Source: an optimization exercise on an open RTL-to-GDS flow (aim: a short achievable clock period and few clock cycles). Production flows keep margins and buffers that such runs may drop.
In this exercise RTL edits were held to simulation tests only and were not proved equivalent to the original.
No activity file was given, so power comes from the tool's default toggle rates.

==> flow/design.v <==
module alu(a, b, bx, sub, shamt, ldata, sel_sum, sel_and, sel_or, sel_sll, sel_sra, sel_ld, result, ovf);
	input [31:0] a, b, bx, ldata;
	input sub;
	input [4:0] shamt;
	input sel_sum, sel_and, sel_or, sel_sll, sel_sra, sel_ld;
	output [31:0] result;
	output ovf;
	wire [32:0] t = {a, 1'b1} + {bx, sub};
	wire [31:0] sum = t[32:1];
	wire [31:0] sll = a << shamt;
	wire signed [31:0] a_sg = a;
	wire [31:0] sra = a_sg >>> shamt;
	assign ovf = (a[31] == bx[31]) & (sum[31] != a[31]);
	assign result = ({32{sel_sum}} & sum)
	              | ({32{sel_and}} & (a & b))
	              | ({32{sel_or}}  & (a | b))
	              | ({32{sel_sll}} & sll)
	              | ({32{sel_sra}} & sra)
	              | ({32{sel_ld}}  & ldata);
endmodule
module pc (clk, reset, hold, pc);
	input clk, reset, hold;
	output [11:0] pc;
	reg [11:0] pc;
	always @(posedge clk) begin
		if (reset)
			pc <= 12'd0;
		else if (!hold)
			pc <= pc + 12'd1;
	end
endmodule
module regfile(clock, reset, we, waddr, wdata, selA, selB, imm, rdataA, rdataB, raddrA);
	input clock, reset, we;
	input [4:0] waddr;
	input [31:0] wdata;
	input [31:0] selA;
	input [31:1] selB;
	input [11:0] imm;
	output [31:0] rdataA, rdataB;
	output [11:0] raddrA;
	reg [31:1] valid;
	always @(posedge clock) begin
		if (reset)
			valid <= 31'd0;
		else if (we && waddr != 5'd0)
			valid[waddr] <= 1'b1;
	end
	wire [31:1] enA = selA[31:1] & valid;
	wire [31:1] enB = selB & valid;
	wire zA = selA[0] | (|(selA[31:1] & ~valid));
	wire [32*32-1:0] termA, termB;
	wire [12*32-1:0] termL;
	assign termA[31:0] = 32'd0;
	assign termB[31:0] = 32'd0;
	assign termL[11:0] = 12'd0;
	genvar k;
	generate
		for (k = 1; k < 32; k = k + 1) begin : r
			reg [31:0] q;
			always @(posedge clock)
				if (we && waddr == k)
					q <= wdata;
			assign termA[32*k+31:32*k] = q & {32{enA[k]}};
			assign termB[32*k+31:32*k] = q & {32{enB[k]}};
			assign termL[12*k+11:12*k] = q[11:0] & {12{enA[k]}};
		end
	endgenerate
	reg [31:0] oa, ob;
	reg [11:0] og [0:3];
	integer j;
	always @(*) begin
		oa = 32'd0;
		ob = 32'd0;
		og[0] = 12'd0; og[1] = 12'd0; og[2] = 12'd0; og[3] = 12'd0;
		for (j = 1; j < 32; j = j + 1) begin
			oa = oa | termA[32*j +: 32];
			ob = ob | termB[32*j +: 32];
			og[j / 8] = og[j / 8] | termL[12*j +: 12];
		end
	end
	assign rdataA = oa;
	assign rdataB = ob;
	wire [3:0] gsel;
	assign gsel[0] = |enA[7:1];
	assign gsel[1] = |enA[15:8];
	assign gsel[2] = |enA[23:16];
	assign gsel[3] = |enA[31:24];
	wire [11:0] s0 = og[0] + imm;
	wire [11:0] s1 = og[1] + imm;
	wire [11:0] s2 = og[2] + imm;
	wire [11:0] s3 = og[3] + imm;
	assign raddrA = ({12{gsel[0] | zA}} & s0) | ({12{gsel[1]}} & s1)
	              | ({12{gsel[2]}} & s2) | ({12{gsel[3]}} & s3);
endmodule
module processor(clock, reset, address_imem, q_imem, address_dmem, data, wren, q_dmem);
	input clock, reset;
	output [11:0] address_imem;
	input [31:0] q_imem;
	output [11:0] address_dmem;
	output [31:0] data;
	output wren;
	input [31:0] q_dmem;
	wire stall;
	wire [11:0] pc_q;
	pc instance_pc(.clk(clock), .reset(reset), .hold(stall), .pc(pc_q));
	assign address_imem = pc_q;
	reg [31:0] ir;
	reg ir_v;
	reg [31:0] selA;          
	reg [31:1] selB;
	wire [4:0] f_bidx = (q_imem[31:27] == 5'b00111) ? q_imem[26:22] : q_imem[16:12];
	integer n;
	always @(posedge clock) begin
		if (reset)
			ir_v <= 1'b0;
		else if (!stall)
			ir_v <= 1'b1;
		if (!stall) begin
			ir <= q_imem;
			selA[0] <= q_imem[21:17] == 5'd0;
			for (n = 1; n < 32; n = n + 1) begin
				selA[n] <= q_imem[21:17] == n;
				selB[n] <= f_bidx == n;
			end
		end
	end
	reg        w_we_rd, w_ovf, w_addi, w_sub;
	reg [4:0]  w_rd;
	reg [31:0] w_res, w_resn;
	wire        w_we   = w_ovf | w_we_rd;
	wire [4:0]  w_dest = w_ovf ? 5'd30 : w_rd;
	wire [31:0] w_code = {30'd0, w_sub | w_addi, ~w_addi};
	wire [31:0] w_val  = w_ovf ? w_code : w_res;
	reg        e_we_rd, e_can_ovf, e_lw, e_addi, e_sub;
	reg        e_sum, e_and, e_or, e_sll, e_sra;
	reg [4:0]  e_rd, e_shamt;
	reg [31:0] e_a, e_b, e_bx;
	reg        fa_res, fa_code, fa_keep, fb_res, fb_code, fb_keep, fbx_p, fbx_n;
	wire [4:0] d_op  = ir[31:27];
	wire [4:0] d_rd  = ir[26:22];
	wire [4:0] d_rs  = ir[21:17];
	wire [4:0] d_rt  = ir[16:12];
	wire [4:0] d_aop = ir[6:2];
	wire d_r    = ir_v & (d_op == 5'b00000);
	wire d_addi = ir_v & (d_op == 5'b00101);
	wire d_sw   = ir_v & (d_op == 5'b00111);
	wire d_lw   = ir_v & (d_op == 5'b01000);
	wire d_add  = d_r & (d_aop == 5'd0);
	wire d_sub  = d_r & (d_aop == 5'd1);
	wire [31:0] d_imm = {{15{ir[16]}}, ir[16:0]};
	wire [4:0] d_bidx = (d_op == 5'b00111) ? d_rd : d_rt;
	wire [31:0] ra, rb;
	wire [11:0] raddr;
	regfile my_regfile(
		.clock(clock), .reset(reset),
		.we(w_we), .waddr(w_dest), .wdata(w_val),
		.selA(selA), .selB(selB), .imm(d_imm[11:0]),
		.rdataA(ra), .rdataB(rb), .raddrA(raddr)
	);
	wire bypA = w_we && w_dest == d_rs;
	wire [31:0] va = bypA ? w_val : ra;
	wire [31:0] vb = (w_we && w_dest == d_bidx) ? w_val : rb;
	wire [11:0] w_addr = w_val[11:0] + d_imm[11:0];
	wire [11:0] d_addr = bypA ? w_addr : raddr;
	wire hitA_rd = e_we_rd & (e_rd == d_rs);
	wire hitA_30 = e_can_ovf & (d_rs == 5'd30);
	wire hitC_rd = e_we_rd & (e_rd == d_rd);
	wire hitC_ov = e_can_ovf & ((e_rd == d_rd) | (d_rd == 5'd30));
	assign stall = ((d_lw | d_sw) & (hitA_rd | hitA_30)) | (d_sw & hitC_ov);
	wire [31:0] op_a  = ({32{fa_res}} & w_res) | ({32{fa_code}} & w_code) | ({32{fa_keep}} & e_a);
	wire [31:0] op_b  = ({32{fb_res}} & w_res) | ({32{fb_code}} & w_code) | ({32{fb_keep}} & e_b);
	wire [31:0] op_bx = ({32{fbx_p}} & w_res) | ({32{fbx_n}} & w_resn)
	                  | ({32{fb_code}} & (w_code ^ {32{e_sub}})) | ({32{fb_keep}} & e_bx);
	wire [31:0] res;
	wire alu_ovf;
	alu instance_alu(
		.a(op_a), .b(op_b), .bx(op_bx), .sub(e_sub), .shamt(e_shamt), .ldata(q_dmem),
		.sel_sum(e_sum), .sel_and(e_and), .sel_or(e_or), .sel_sll(e_sll), .sel_sra(e_sra), .sel_ld(e_lw),
		.result(res), .ovf(alu_ovf)
	);
	wire ovf = e_can_ovf & alu_ovf;
	reg [11:0] addr_q;
	reg [31:0] data_q;
	reg        wren_q;
	assign address_dmem = addr_q;
	assign data = data_q;
	assign wren = wren_q;
	always @(posedge clock) begin
		addr_q <= d_addr;
		data_q <= hitC_rd ? res : vb;
		if (reset)
			wren_q <= 1'b0;
		else
			wren_q <= d_sw & ~stall;
	end
	wire nfa_res  = hitA_rd & ~ovf;
	wire nfa_code = (d_rs == 5'd30) & ovf;
	wire hitB_rd  = d_r & e_we_rd & (e_rd == d_rt);
	wire nfb_res  = hitB_rd & ~ovf;
	wire nfb_code = d_r & (d_rt == 5'd30) & ovf;
	always @(posedge clock) begin
		if (reset) begin
			e_we_rd   <= 1'b0;
			e_can_ovf <= 1'b0;
		end else begin
			e_we_rd   <= (d_r | d_addi | d_lw) & (d_rd != 5'd0) & ~stall;
			e_can_ovf <= (d_add | d_sub | d_addi) & ~stall;
		end
		e_lw    <= d_lw;
		e_addi  <= d_addi;
		e_sub   <= d_sub;
		e_sum   <= d_addi | d_add | d_sub;
		e_and   <= d_r & (d_aop == 5'd2);
		e_or    <= d_r & (d_aop == 5'd3);
		e_sll   <= d_r & (d_aop == 5'd4);
		e_sra   <= d_r & (d_aop == 5'd5);
		e_rd    <= d_rd;
		e_shamt <= ir[11:7];
		e_a     <= va;
		e_b     <= d_r ? vb : d_imm;
		e_bx    <= d_r ? (vb ^ {32{d_sub}}) : d_imm;
		fa_res  <= nfa_res;
		fa_code <= nfa_code;
		fa_keep <= ~nfa_res & ~nfa_code;
		fb_res  <= nfb_res;
		fb_code <= nfb_code;
		fb_keep <= ~nfb_res & ~nfb_code;
		fbx_p   <= nfb_res & ~d_sub;
		fbx_n   <= nfb_res & d_sub;
	end
	always @(posedge clock) begin
		if (reset) begin
			w_we_rd <= 1'b0;
			w_ovf   <= 1'b0;
		end else begin
			w_we_rd <= e_we_rd;
			w_ovf   <= ovf;
		end
		w_rd   <= e_rd;
		w_res  <= res;
		w_resn <= ~res;
		w_addi <= e_addi;
		w_sub  <= e_sub;
	end
endmodule
module skeleton(clock, reset, address_imem, q_imem, address_dmem, data, wren, q_dmem);
	input clock, reset;
	output [11:0] address_imem;
	input [31:0] q_imem;
	output [11:0] address_dmem;
	output [31:0] data;
	output wren;
	input [31:0] q_dmem;
	processor my_processor(
		.clock(clock), .reset(reset),
		.address_imem(address_imem), .q_imem(q_imem),
		.address_dmem(address_dmem), .data(data), .wren(wren), .q_dmem(q_dmem)
	);
endmodule
==> flow/flow/run.sh <==
#!/bin/bash
set -euo pipefail
MARGIN=${MARGIN:-7.7}
sed -E "s/ CLKGATE_MAP_FILE= / CLKGATE_MAP_FILE= SETUP_SLACK_MARGIN=$MARGIN /" standard.sh > standard_margin.sh
grep -q "SETUP_SLACK_MARGIN=$MARGIN" standard_margin.sh
bash standard_margin.sh > flow_make.log 2>&1
==> flow/standard.sh <==
#!/bin/bash
# synth_recipe.tcl (not shown) runs the flow's synth.tcl, then flattens the netlist and writes it again
# the make line also repeats each setting of config.mk as NAME=value (left out here)
make -C /OpenROAD-flow-scripts/flow DESIGN_CONFIG=/design/flow/config.mk WORK_HOME=/design/flow/orfs CLKGATE_MAP_FILE= SYNTH_SCRIPT=/design/flow/synth_recipe.tcl "${@:-finish}"
==> flow/config.mk <==
export PLATFORM = sky130hd
export DESIGN_NAME = skeleton
export DESIGN_NICKNAME = skeleton
export VERILOG_FILES = /design/flow/design.v
export SDC_FILE = /design/flow/constraint.sdc
export NUM_CORES = 4
export LEC_CHECK = 0
export CAP_MARGIN = 20
export CORE_MARGIN = 2
export CORE_UTILIZATION = 40
export PLACE_DENSITY = 0.6
export SLEW_MARGIN = 20
==> flow/constraint.sdc <==
create_clock -name core_clock -period 11.0 [get_ports {clock}]
set_input_delay 2.2000 -clock core_clock [delete_from_list [all_inputs] [get_ports {clock}]]
set_output_delay 2.2000 -clock core_clock [all_outputs]
set_load 0.01 [all_outputs]
==> results of run 1 <==
## layer usage
| layer | GRT usage (%) | wire length [µm] |
|---|---|---|
| met1 | 46.0 | 107000 |
| met2 | 53.7 | 130000 |
| met3 | 17.3 | 56000 |
| met4 | 26.9 | 32500 |
| met5 | 0.119 | 244 |
## flip-flops by register name, indices dropped and copies added, names as in the netlist, 5 cells and up
name	count
my_processor.addr_q	12
my_processor.ir	32
my_processor.instance_pc.pc	12
my_processor.e_bx	32
my_processor.e_a	32
my_processor.e_shamt	5
my_processor.data_q	32
my_processor.w_rd	5
my_processor.my_regfile.valid	31
my_processor.w_res	32
my_processor.e_rd	5
my_processor.selB	31
my_processor.w_resn	32
my_processor.selA	32
my_processor.e_b	32
my_processor.my_regfile.r.q	992
## power breakdown
part	internal (W)	leakage, nW	switching [W]	total [W]
Combinational	0.000151	13.3	0.000227	0.000379
Sequential	0.00558	12.6	0.0000470	0.00563
Clock	0.00277	2.27	0.00219	0.00496
Total	0.00850	28.1	0.00247	0.0110
## cell families after synthesis
logic type,after synthesis
buffers and inverters,551
muxes,193
DFF,1373
adders and majority gates,100
and+or+nand+nor,1219
xor gates and xnor gates,93
AOI/OAI and AO/OA,1712
## cells in the final DEF (no fill, tap or decap), types with 26 or more instances in the layout
| master | n |
|---|---|
| nor2_1 | 284 |
| xor2_1 | 42 |
| buf_6 | 71 |
| a22oi_2 | 45 |
| ha_1 | 47 |
| nand4_1 | 138 |
| buf_12 | 45 |
| clkbuf_1 | 32 |
| nand2_1 | 222 |
| a21oi_1 | 141 |
| dfxtp_2 | 64 |
| and2_2 | 37 |
| xnor2_1 | 49 |
| a222oi_1 | 61 |
| clkinv_1 | 26 |
| mux2i_1 | 93 |
| nor2_4 | 28 |
| a22oi_1 | 487 |
| o21ai_0 | 118 |
| or3_1 | 40 |
| edfxtp_1 | 1087 |
| o21ai_1 | 29 |
| nand3_1 | 155 |
| and2_4 | 27 |
| dfxtp_1 | 209 |
| clkbuf_16 | 151 |
| a31oi_1 | 39 |
| buf_4 | 383 |
| a22o_1 | 256 |
| inv_1 | 111 |
| a221oi_1 | 229 |
| a21o_1 | 32 |
| mux4_2 | 48 |
| inv_2 | 29 |
| nor3_1 | 49 |
| ha_4 | 36 |
| clkdlybuf4s50_1 | 60 |
## metrics by stage
| stage | area [µm²] | hold WS (ps) | worst slack (ps) | instances | utilization (%) |
|---|---|---|---|---|---|
| after floorplan | 64800 | 310 | 7050 | 5241 | - |
| after global placement | 68800 | 314 | 6500 | 7303 | 43.0 |
| after detailed placement | 68800 | 312 | 6460 | 7303 | 43.0 |
| after CTS | 77200 | 325 | 7450 | 7763 | 48.2 |
| after global routing | 79500 | 331 | 7480 | 7886 | 49.6 |
| final | 79500 | 327 | 7500 | 7895 | 49.6 |
## final cells by class
cell class | instances | area [µm²] | area share, %
antenna | 12 | 30.0 | 0.0378
clock buffer | 186 | 3860 | 4.86
clock inverter | 75 | 846 | 1.06
inverter | 149 | 578 | 0.727
multi-input combinational | 3319 | 26600 | 33.4
sequential | 1373 | 38500 | 48.4
tap | 2160 | 2700 | 3.40
timing repair buffer | 620 | 6420 | 8.07
timing repair inverter | 1 | 7.51 | 0.00944
## worst paths after layout
check	from	end	slack [ps]	depth (start not counted)
worst max-delay path	my_processor.data_q[11]$_DFF_P_	data[11]	7500	1
worst min-delay path	my_processor.e_addi$_DFF_P_	my_processor.w_addi$_DFF_P_	330	0
worst min register to register	my_processor.e_addi$_DFF_P_	my_processor.w_addi$_DFF_P_	330	0
worst max register to register	my_processor.selA[23]$_DFFE_PP_	my_processor.addr_q[11]$_DFF_P_	7510	15
## what timing repair did
item | CTS | global route
hold endpoints to repair | 0 | 0
cloned | 14 | 7
resized for setup | 740 | 267
pin swaps | 100 | 129
endpoints found under the setup margin | 552 | 310
buffers inserted | 185 | 112
==> results by group, run 1 <==
Worst setup path
  – Largest delay share family, worst path: flip-flops
  – Critical path endpoint category: output pin
  – CP max FO: 1
  – Worst path max stage delay: 360 ps
  – CP Class: flop to output pin
  – Req. time, crit path: just under 9000 ps
  – CP arrival: 1300 ps
  – Crit path launch type: flop
  – Crit-path slowest cell: dfxtp_4
  – Number of buffers and inverters on the critical path: 1
  – CP Cell Sequence: buf_6

Clock network
  – # hold bufs at CTS: 0
  – CTS tree: yes
  – Clk buf depth: 3
  – Worst-path clk slew: approximately 60 ps
  – CTS buffer count: between 100 and 150
  – Root buffer cell: clkbuf_16
  – TritonCTS Sinks: about 1,400
  – Skew-Pair Late Insertion Delay: approximately 830 ps
  – Htree depth: 4

Die
  – Rows: between 100 and 150
  – Chip Height: just over 400 µm
  – Core Region: 160,000 µm²
  – # IOs: about 120
  – Initial Utilization: 40.2%
  – Die width: approximately 410 µm
  – Die ar.: around 160,000 µm²

Drt
  – Routed len/inst: slightly above 40 µm
  – Via count: approximately 58,000
  – Initial DRC count: between 10,000 and 15,000
  – Vias per cell: between 7 and 8
  – Final ANT Viol Nets: 0
  – DR DRC count: 0
  – Routed WL: between 300,000 and 400,000 µm
  – Drt first pass iters: 13

Timing
  – Clock Skews: around 39 ps
  – Worst slew pin tran: between 1000 and 1500 ps
  – Crit share post-route: around a third
  – Headroom to the max-slew limit: under 10%
  – Fin. max-slew vios: 0
  – Setup TNS Final: 0 ps
  – Max Fclk: ~290 MHz
  – RSZ-0062 raised after global routing: true
  – Min Clock Period, post-route: between 3000 and 4000 ps
  – Final hold vios: 0
  – Final setup vio count: 0

Logic synthesis
  – Mean Syn Cell Area: roughly 12 µm²
  – #FFs+latches synth: 1,373
  – Ys Warns: 4
  – Largest family of logic cells by synthesized area: compound AO/OA/AOI/OAI gates
  – Yosys cell types: 90
  – Post-Synth Simple-Gate Area: roughly a tenth
  – Post-synth top area share: 50.7%
  – Post-synth EDFFs: 1,087
  – Count leader, synth: edfxtp_1
  – Syn Nets: ~5,400
  – Xor and xnor area share after synthesis: around 1.3%
  – Synth cell count leaders: 1,087 x edfxtp_1, 518 x a22oi_1, 322 x clkbuf_1, 322 x nor2_1, 286 x dfxtp_1
  – Main synth FF type: edfxtp_1
  – Post-Syn Instances: roughly 5,200
  – Synth area leader: edfxtp_1
  – Area contributors post-synth: edfxtp_1 51%, dfxtp_1 8.9%, a22oi_1 6.0%
  – Post-synth ARST share: 0%
  – Mux share of post-synthesis cell area: slightly above 4%
  – Synth Area in Compound Gates: 20.4%
  – Adder-cell share of the synthesized area: between 2 and 2.5%
  – Seq/Total Area, Yosys: a little under 60%
  – Synthesized area: 64,400 µm²

Outcome
  – Status: complete, no violations

Global routing
  – Total Routing Usage GR: 38.1%
  – Vias in the first global route: between 50,000 and 60,000
  – Grt total ovfl: 0
  – Initial antenna violation count: 9
  – First-pass GRT wire length: between 400,000 and 500,000 µm
  – Largest net degree at the start of global routing: 78

Min path
  – Hold Crit Class: flop to flop

Power
  – Max VDD drop: 0.000164 V
  – Leak: approximately 28 nW
  – Power, Total: ~0.011 W
  – Pwr dens: between 100 and 150 nW/µm²

Placement
  – Port Buf Inserts: around 120
  – DP HPWL: 181,000 µm
  – Routability congestion estimate: 1.01

Cells and area
  – Fill count: 13,800
  – Area Growth Syn to Fin: 23.4%
  – Share of layout cells above drive strength 1: about a quarter
  – Fin nets: slightly below 6,000

Job
  – Max_cap viols: 0
Testbench counts, summed over its fixed seeds: cycles 7,651.
==> run 2: changes to the inputs <==
--- a/flow/design.v
+++ b/flow/design.v
@@ -1,2 +1,2 @@
-module alu(a, b, bx, sub, shamt, ldata, sel_sum, sel_and, sel_or, sel_sll, sel_sra, sel_ld, result, ovf);
+module alu(a, b, bx, sub, shamt, ldata, sel_sum, sel_and, sel_or, sel_sll, sel_sra, sel_ld, result, other, ovf);
 	input [31:0] a, b, bx, ldata;
@@ -5,3 +5,3 @@
 	input sel_sum, sel_and, sel_or, sel_sll, sel_sra, sel_ld;
-	output [31:0] result;
+	output [31:0] result, other;    
 	output ovf;
@@ -13,4 +13,3 @@
 	assign ovf = (a[31] == bx[31]) & (sum[31] != a[31]);
-	assign result = ({32{sel_sum}} & sum)
-	              | ({32{sel_and}} & (a & b))
+	assign other  = ({32{sel_and}} & (a & b))
 	              | ({32{sel_or}}  & (a | b))
@@ -19,5 +18,7 @@
 	              | ({32{sel_ld}}  & ldata);
-endmodule
-module pc (clk, reset, hold, pc);
-	input clk, reset, hold;
+	assign result = ({32{sel_sum}} & sum) | other;
+endmodule
+module pc (clk, reset, hold, jump, jump_to, pc);
+	input clk, reset, hold, jump;
+	input [11:0] jump_to;
 	output [11:0] pc;
@@ -27,2 +28,4 @@
 			pc <= 12'd0;
+		else if (jump)
+			pc <= jump_to;
 		else if (!hold)
@@ -40,12 +43,5 @@
 	output [11:0] raddrA;
-	reg [31:1] valid;
-	always @(posedge clock) begin
-		if (reset)
-			valid <= 31'd0;
-		else if (we && waddr != 5'd0)
-			valid[waddr] <= 1'b1;
-	end
-	wire [31:1] enA = selA[31:1] & valid;
-	wire [31:1] enB = selB & valid;
-	wire zA = selA[0] | (|(selA[31:1] & ~valid));
+	wire [31:1] enA = selA[31:1];
+	wire [31:1] enB = selB;
+	wire zA = selA[0];
 	wire [32*32-1:0] termA, termB;
@@ -60,3 +56,5 @@
 			always @(posedge clock)
-				if (we && waddr == k)
+				if (reset)
+					q <= 32'd0;
+				else if (we && waddr == k)
 					q <= wdata;
@@ -103,6 +101,9 @@
 	wire stall;
+	reg  flush;               
+	reg [11:0] e_pc;          
 	wire [11:0] pc_q;
-	pc instance_pc(.clk(clock), .reset(reset), .hold(stall), .pc(pc_q));
+	pc instance_pc(.clk(clock), .reset(reset), .hold(stall), .jump(flush), .jump_to(e_pc), .pc(pc_q));
 	assign address_imem = pc_q;
 	reg [31:0] ir;
+	reg [11:0] ir_pc;
 	reg ir_v;
@@ -111,5 +112,6 @@
 	wire [4:0] f_bidx = (q_imem[31:27] == 5'b00111) ? q_imem[26:22] : q_imem[16:12];
+	wire [4:0] h_bidx = (ir[31:27] == 5'b00111) ? ir[26:22] : ir[16:12];
 	integer n;
 	always @(posedge clock) begin
-		if (reset)
+		if (reset || flush)
 			ir_v <= 1'b0;
@@ -117,9 +119,14 @@
 			ir_v <= 1'b1;
-		if (!stall) begin
+		if (!stall)
 			ir <= q_imem;
-			selA[0] <= q_imem[21:17] == 5'd0;
-			for (n = 1; n < 32; n = n + 1) begin
-				selA[n] <= q_imem[21:17] == n;
-				selB[n] <= f_bidx == n;
-			end
+		if (reset)
+			ir_pc <= 12'hfff;
+		else if (flush)
+			ir_pc <= e_pc - 12'd1;
+		else if (!stall)
+			ir_pc <= ir_pc + 12'd1;
+		selA[0] <= stall ? (ir[21:17] == 5'd0) : (q_imem[21:17] == 5'd0);
+		for (n = 1; n < 32; n = n + 1) begin
+			selA[n] <= stall ? (ir[21:17] == n) : (q_imem[21:17] == n);
+			selB[n] <= stall ? (h_bidx == n) : (f_bidx == n);
 		end
@@ -137,3 +144,3 @@
 	reg [31:0] e_a, e_b, e_bx;
-	reg        fa_res, fa_code, fa_keep, fb_res, fb_code, fb_keep, fbx_p, fbx_n;
+	reg        fa_res, fb_res, fbx_p, fbx_n;
 	wire [4:0] d_op  = ir[31:27];
@@ -168,8 +175,8 @@
 	wire hitC_ov = e_can_ovf & ((e_rd == d_rd) | (d_rd == 5'd30));
+	wire hitB_rd = d_r & e_we_rd & (e_rd == d_rt);
 	assign stall = ((d_lw | d_sw) & (hitA_rd | hitA_30)) | (d_sw & hitC_ov);
-	wire [31:0] op_a  = ({32{fa_res}} & w_res) | ({32{fa_code}} & w_code) | ({32{fa_keep}} & e_a);
-	wire [31:0] op_b  = ({32{fb_res}} & w_res) | ({32{fb_code}} & w_code) | ({32{fb_keep}} & e_b);
-	wire [31:0] op_bx = ({32{fbx_p}} & w_res) | ({32{fbx_n}} & w_resn)
-	                  | ({32{fb_code}} & (w_code ^ {32{e_sub}})) | ({32{fb_keep}} & e_bx);
-	wire [31:0] res;
+	wire [31:0] op_a  = fa_res ? w_res : e_a;
+	wire [31:0] op_b  = fb_res ? w_res : e_b;
+	wire [31:0] op_bx = ({32{fbx_p}} & w_res) | ({32{fbx_n}} & w_resn) | ({32{~fb_res}} & e_bx);
+	wire [31:0] res, res_other;
 	wire alu_ovf;
@@ -178,5 +185,7 @@
 		.sel_sum(e_sum), .sel_and(e_and), .sel_or(e_or), .sel_sll(e_sll), .sel_sra(e_sra), .sel_ld(e_lw),
-		.result(res), .ovf(alu_ovf)
+		.result(res), .other(res_other), .ovf(alu_ovf)
 	);
 	wire ovf = e_can_ovf & alu_ovf;
+	wire d_uses_a = d_r | d_addi;
+	wire ovf_hazard = ((d_uses_a & (hitA_rd | d_rs == 5'd30)) | (hitB_rd | (d_r & d_rt == 5'd30))) & ~stall;
 	reg [11:0] addr_q;
@@ -189,3 +198,3 @@
 		addr_q <= d_addr;
-		data_q <= hitC_rd ? res : vb;
+		data_q <= hitC_rd ? res_other : vb;
 		if (reset)
@@ -193,11 +202,6 @@
 		else
-			wren_q <= d_sw & ~stall;
-	end
-	wire nfa_res  = hitA_rd & ~ovf;
-	wire nfa_code = (d_rs == 5'd30) & ovf;
-	wire hitB_rd  = d_r & e_we_rd & (e_rd == d_rt);
-	wire nfb_res  = hitB_rd & ~ovf;
-	wire nfb_code = d_r & (d_rt == 5'd30) & ovf;
-	always @(posedge clock) begin
-		if (reset) begin
+			wren_q <= d_sw & ~stall & ~flush;
+	end
+	always @(posedge clock) begin
+		if (reset || flush) begin
 			e_we_rd   <= 1'b0;
@@ -208,2 +212,7 @@
 		end
+		if (reset)
+			flush <= 1'b0;
+		else
+			flush <= ovf & ovf_hazard & ~flush;
+		e_pc    <= ir_pc;
 		e_lw    <= d_lw;
@@ -221,10 +230,6 @@
 		e_bx    <= d_r ? (vb ^ {32{d_sub}}) : d_imm;
-		fa_res  <= nfa_res;
-		fa_code <= nfa_code;
-		fa_keep <= ~nfa_res & ~nfa_code;
-		fb_res  <= nfb_res;
-		fb_code <= nfb_code;
-		fb_keep <= ~nfb_res & ~nfb_code;
-		fbx_p   <= nfb_res & ~d_sub;
-		fbx_n   <= nfb_res & d_sub;
+		fa_res  <= hitA_rd;
+		fb_res  <= hitB_rd;
+		fbx_p   <= hitB_rd & ~d_sub;
+		fbx_n   <= hitB_rd & d_sub;
 	end
@@ -235,4 +240,4 @@
 		end else begin
-			w_we_rd <= e_we_rd;
-			w_ovf   <= ovf;
+			w_we_rd <= e_we_rd & ~flush;
+			w_ovf   <= ovf & ~flush;
 		end
--- a/flow/config.mk
+++ b/flow/config.mk
@@ -10,2 +10,4 @@
 export CORE_UTILIZATION = 40
+export CTS_CLUSTER_DIAMETER = 120
+export CTS_CLUSTER_SIZE = 20
 export PLACE_DENSITY = 0.6
==> run 2 against run 1 <==
Compared with the run above:
- first-iteration DRC count up 39%
- power down 18%
- non-clock buffer count down 87
- critical endpoint is now data[15]
- highest routed layer unchanged
- die area up 5.8%
- clock power down 35%
==> results by group, run 2 <==
Global routing
  – Largest net degree at the start of global routing: between 200 and 250
  – Initial antenna violation count: 29
  – First-pass GRT wire length: around 540,000 µm
  – Total Routing Usage GR: between 40% and 50%
  – Grt total ovfl: 0
  – Vias in the first global route: about 70,000

Die
  – Core Region: roughly 170,000 µm²
  – Initial Utilization: roughly 40%
  – # IOs: 123
  – Die ar.: between 150,000 and 200,000 µm²
  – Die width: between 400 and 500 µm
  – Rows: 151
  – Chip Height: 417 µm

Clock network
  – # hold bufs at CTS: 0
  – CTS tree: yes
  – Worst-path clk slew: roughly 90 ps
  – TritonCTS Sinks: roughly 1,400
  – Htree depth: 3
  – Skew-Pair Late Insertion Delay: just over 800 ps
  – CTS buffer count: 80
  – Root buffer cell: clkbuf_16
  – Clk buf depth: 3

Logic synthesis
  – Area contributors post-synth: dfxtp_1 39%, a21oi_1 8.6%, nand2_1 8.4%
  – Post-synth EDFFs: 32
  – Synthesized area: between 60,000 and 70,000 µm²
  – Post-Syn Instances: between 8,000 and 9,000
  – Yosys cell types: just under 100
  – Main synth FF type: dfxtp_1
  – Seq/Total Area, Yosys: 40.5%
  – Post-synth ARST share: 0%
  – Mean Syn Cell Area: 7.85 µm²
  – Count leader, synth: nand2_1
  – Synth cell count leaders: 1,526 x nand2_1, 1,331 x dfxtp_1, 1,165 x a21oi_1, 1,001 x nor2_1, 685 x clkbuf_1
  – Ys Warns: 4
  – Synth area leader: dfxtp_1
  – Syn Nets: about 8,800
  – #FFs+latches synth: ~1,400
  – Post-synth top area share: around 40%

Worst setup path
  – CP arrival: about 1300 ps
  – Number of buffers and inverters on the critical path: 1
  – R2r setup slk: 7580 ps
  – CP startpoint: my_processor.data_q[15]$_DFF_P_
  – Crit-path slowest cell: dfxtp_4
  – CP Class: flop to output pin
  – R2R depth: 7
  – Largest delay share family, worst path: flip-flops
  – Worst path max stage delay: just over 400 ps
  – Crit path launch type: flop
  – Critical path endpoint category: output pin
  – CP Cell Sequence: buf_6
  – Reg2Reg Launch Point: my_processor.selB[16]$_DFF_P_
  – CP max FO: 1
  – RR Endpoint: my_processor.data_q[23]$_DFF_P_
  – Critical path depth: 1
  – Req. time, crit path: 8800 ps
  – Crit path capture: data[15]

Power
  – Max VDD drop: 0.000106 V
  – Pwr dens: ~110 nW/µm²
  – Leak: 27.4 nW

Job
  – Max_cap viols: 0

Drt
  – Drt first pass iters: 12
  – Routed len/inst: 37.8 µm
  – Vias per cell: a little over 7
  – Via count: about 77,000
  – Final ANT Viol Nets: 0
  – Routed WL: 409,000 µm
  – Initial DRC count: 16,900
  – DR DRC count: 0

Timing
  – Max Fclk: 286 MHz
  – Min Clock Period, post-route: approximately 3500 ps
  – Setup TNS Final: 0 ps
  – Crit share post-route: a little under a third
  – Final hold vios: 0
  – RSZ-0062 raised after global routing: true
  – Fin. max-slew vios: 0
  – Final setup vio count: 0
  – Headroom to the max-slew limit: 9.92%
  – Clock Skews: 76.0 ps
  – Worst slew pin tran: roughly 1400 ps

Cells and area
  – Multi-input logic area: around 40,000 µm²
  – Most frequent cells in the layout: 1,486 x nand2_1, 1,215 x dfxtp_1, 1,127 x a21oi_1, 970 x nor2_1, 652 x a22oi_1
  – Largest register FFs: about 1,000
  – Area Growth Syn to Fin: 15.1%
  – Fill count: between 15,000 and 20,000
  – Post-Route Utilization: roughly 46%
  – Final instance area: 78,400 µm²
  – Share of layout cells above drive strength 1: 13.6%
  – Most flops, register: my_processor.my_regfile.r.q
  – Leading cell type in the layout, fill and taps excluded: nand2_1
  – Sequential Area: about 28,000 µm²
  – Fin nets: slightly below 9,000

Placement
  – DP Area: roughly 71,000 µm²
  – Port Buf Inserts: roughly 120
  – DP HPWL: between 200,000 and 250,000 µm
  – Routability congestion estimate: ~1.0

Outcome
  – Status: complete, no violations

Min path
  – Hold Crit Class: flop to flop
-- run 2: final cells by class --
cell class | instances | area share (%)
clock inverter | 9 | 0.145
clock buffer | 87 | 2.61
antenna | 31 | 0.0989
timing repair inverter | 6 | 0.0383
inverter | 115 | 0.622
sequential | 1363 | 35.5
tap | 2218 | 3.54
multi-input combinational | 6440 | 49.8
timing repair buffer | 533 | 7.57
-- run 2: how the worst min path moves through the flow --
| stage | from | endpoint | slack [ps] | cells after the start |
|---|---|---|---|---|
| 5_1_grt | my_processor.e_addi$_DFF_P_ | my_processor.w_addi$_DFF_P_ | 350 | 0 |
| 3_5_place_dp | my_processor.e_addi$_DFF_P_ | my_processor.w_addi$_DFF_P_ | 320 | 0 |
| 2_1_floorplan | my_processor.e_addi$_DFF_P_ | my_processor.w_addi$_DFF_P_ | 310 | 0 |
| 3_3_place_gp | my_processor.e_addi$_DFF_P_ | my_processor.w_addi$_DFF_P_ | 310 | 0 |
| 6_report | my_processor.e_addi$_DFF_P_ | my_processor.w_addi$_DFF_P_ | 340 | 0 |
| 4_1_cts | my_processor.e_addi$_DFF_P_ | my_processor.w_addi$_DFF_P_ | 340 | 0 |
-- run 2: worst reg2reg max path, cell delays in order, from the launching register on --
cell	delay, ps
dfxtp_2	610
buf_4	490
a221oi_1	400
nand3_1	120
or4_1	850
a21oi_1	350
a21oi_1	150
mux2_2	350
-- run 2: kinds of logic after synthesis --
family          Yosys count  synth area share (%)
xor+xnor                104                  1.34
simple gates           3184                  19.7
mux                     249                  4.69
flops                  1363                  40.5
compound gates         2806                  27.0
buf+inv                 879                  4.99
fa+ha+maj                95                  1.81
-- run 2: power breakdown --
group | internal [W] | switching (W)
Sequential | 0.00500 | 0.0000825
Combinational | 0.000221 | 0.000472
Clock | 0.00134 | 0.00187
Total | 0.00656 | 0.00243
-- run 2: what timing repair did --
| item | CTS | global route |
|---|---|---|
| endpoints found under the setup margin | 787 | 288 |
| cloned | 25 | 13 |
| setup buffers | 111 | 90 |
| pin swaps | 45 | 93 |
| gates resized for setup | 653 | 224 |
-- run 2: through the flow --
| stage | worst slack (ps) | hold WS (ps) | cells | total power [W] |
|---|---|---|---|---|
| 2_1_floorplan | 7510 | 310 | 8680 | 0.00551 |
| 3_3_place_gp | 6370 | 312 | 10400 | 0.00577 |
| 3_5_place_dp | 6330 | 320 | 10400 | 0.00577 |
| 4_1_cts | 7540 | 341 | 10700 | 0.00885 |
| 5_1_grt | 7500 | 346 | 10800 | 0.00914 |
| 6_report | 7500 | 340 | 10800 | 0.00899 |
-- run 2: metal layers --
metal | up-vias | global-route usage [%] | routed length (µm)
li1 | 30900 | - | -
met1 | 36200 | 52.4 | 137000
met2 | 7726 | 59.6 | 154000
met3 | 2653 | 22.6 | 71800
met4 | 30 | 34.4 | 46100
met5 | - | 1.78 | 599
Testbench counts of run 2, summed over its fixed seeds: cycles 7,666.

==> what the ideal ports hide <==
In the flow no input, the clock included, has a driving cell. The finished layouts below were timed again as built, in two steps.
Step 1, drivers: a clkbuf_16 drives clock and a buf_2 each remaining input, both assumed.
Step 2 times the ports against the registers' clock, not the clock port: input delays grow and output delays shrink by t, the midpoint of the rising clock arrivals with the driver on.
Three values: no drivers, after step 1, after step 2; two values: the first two.
run | t, ns | setup WS [ns] | hold slack, ns | slew at the worst register clock pin (ns)
run 1 | 0.897 | 7.497 / 7.405 / 6.852 | 0.327 / 0.327 / 0.327 | 0.07 / 0.07
run 2 | 0.863 | 7.503 / 7.416 / 6.884 | 0.340 / 0.340 / 0.340 | 0.10 / 0.10
After both steps every run listed still meets setup and hold. For run 1, which loses most, drivers alone change the setup slack by -0.092 ns; drivers and shift together by -0.645 ns.
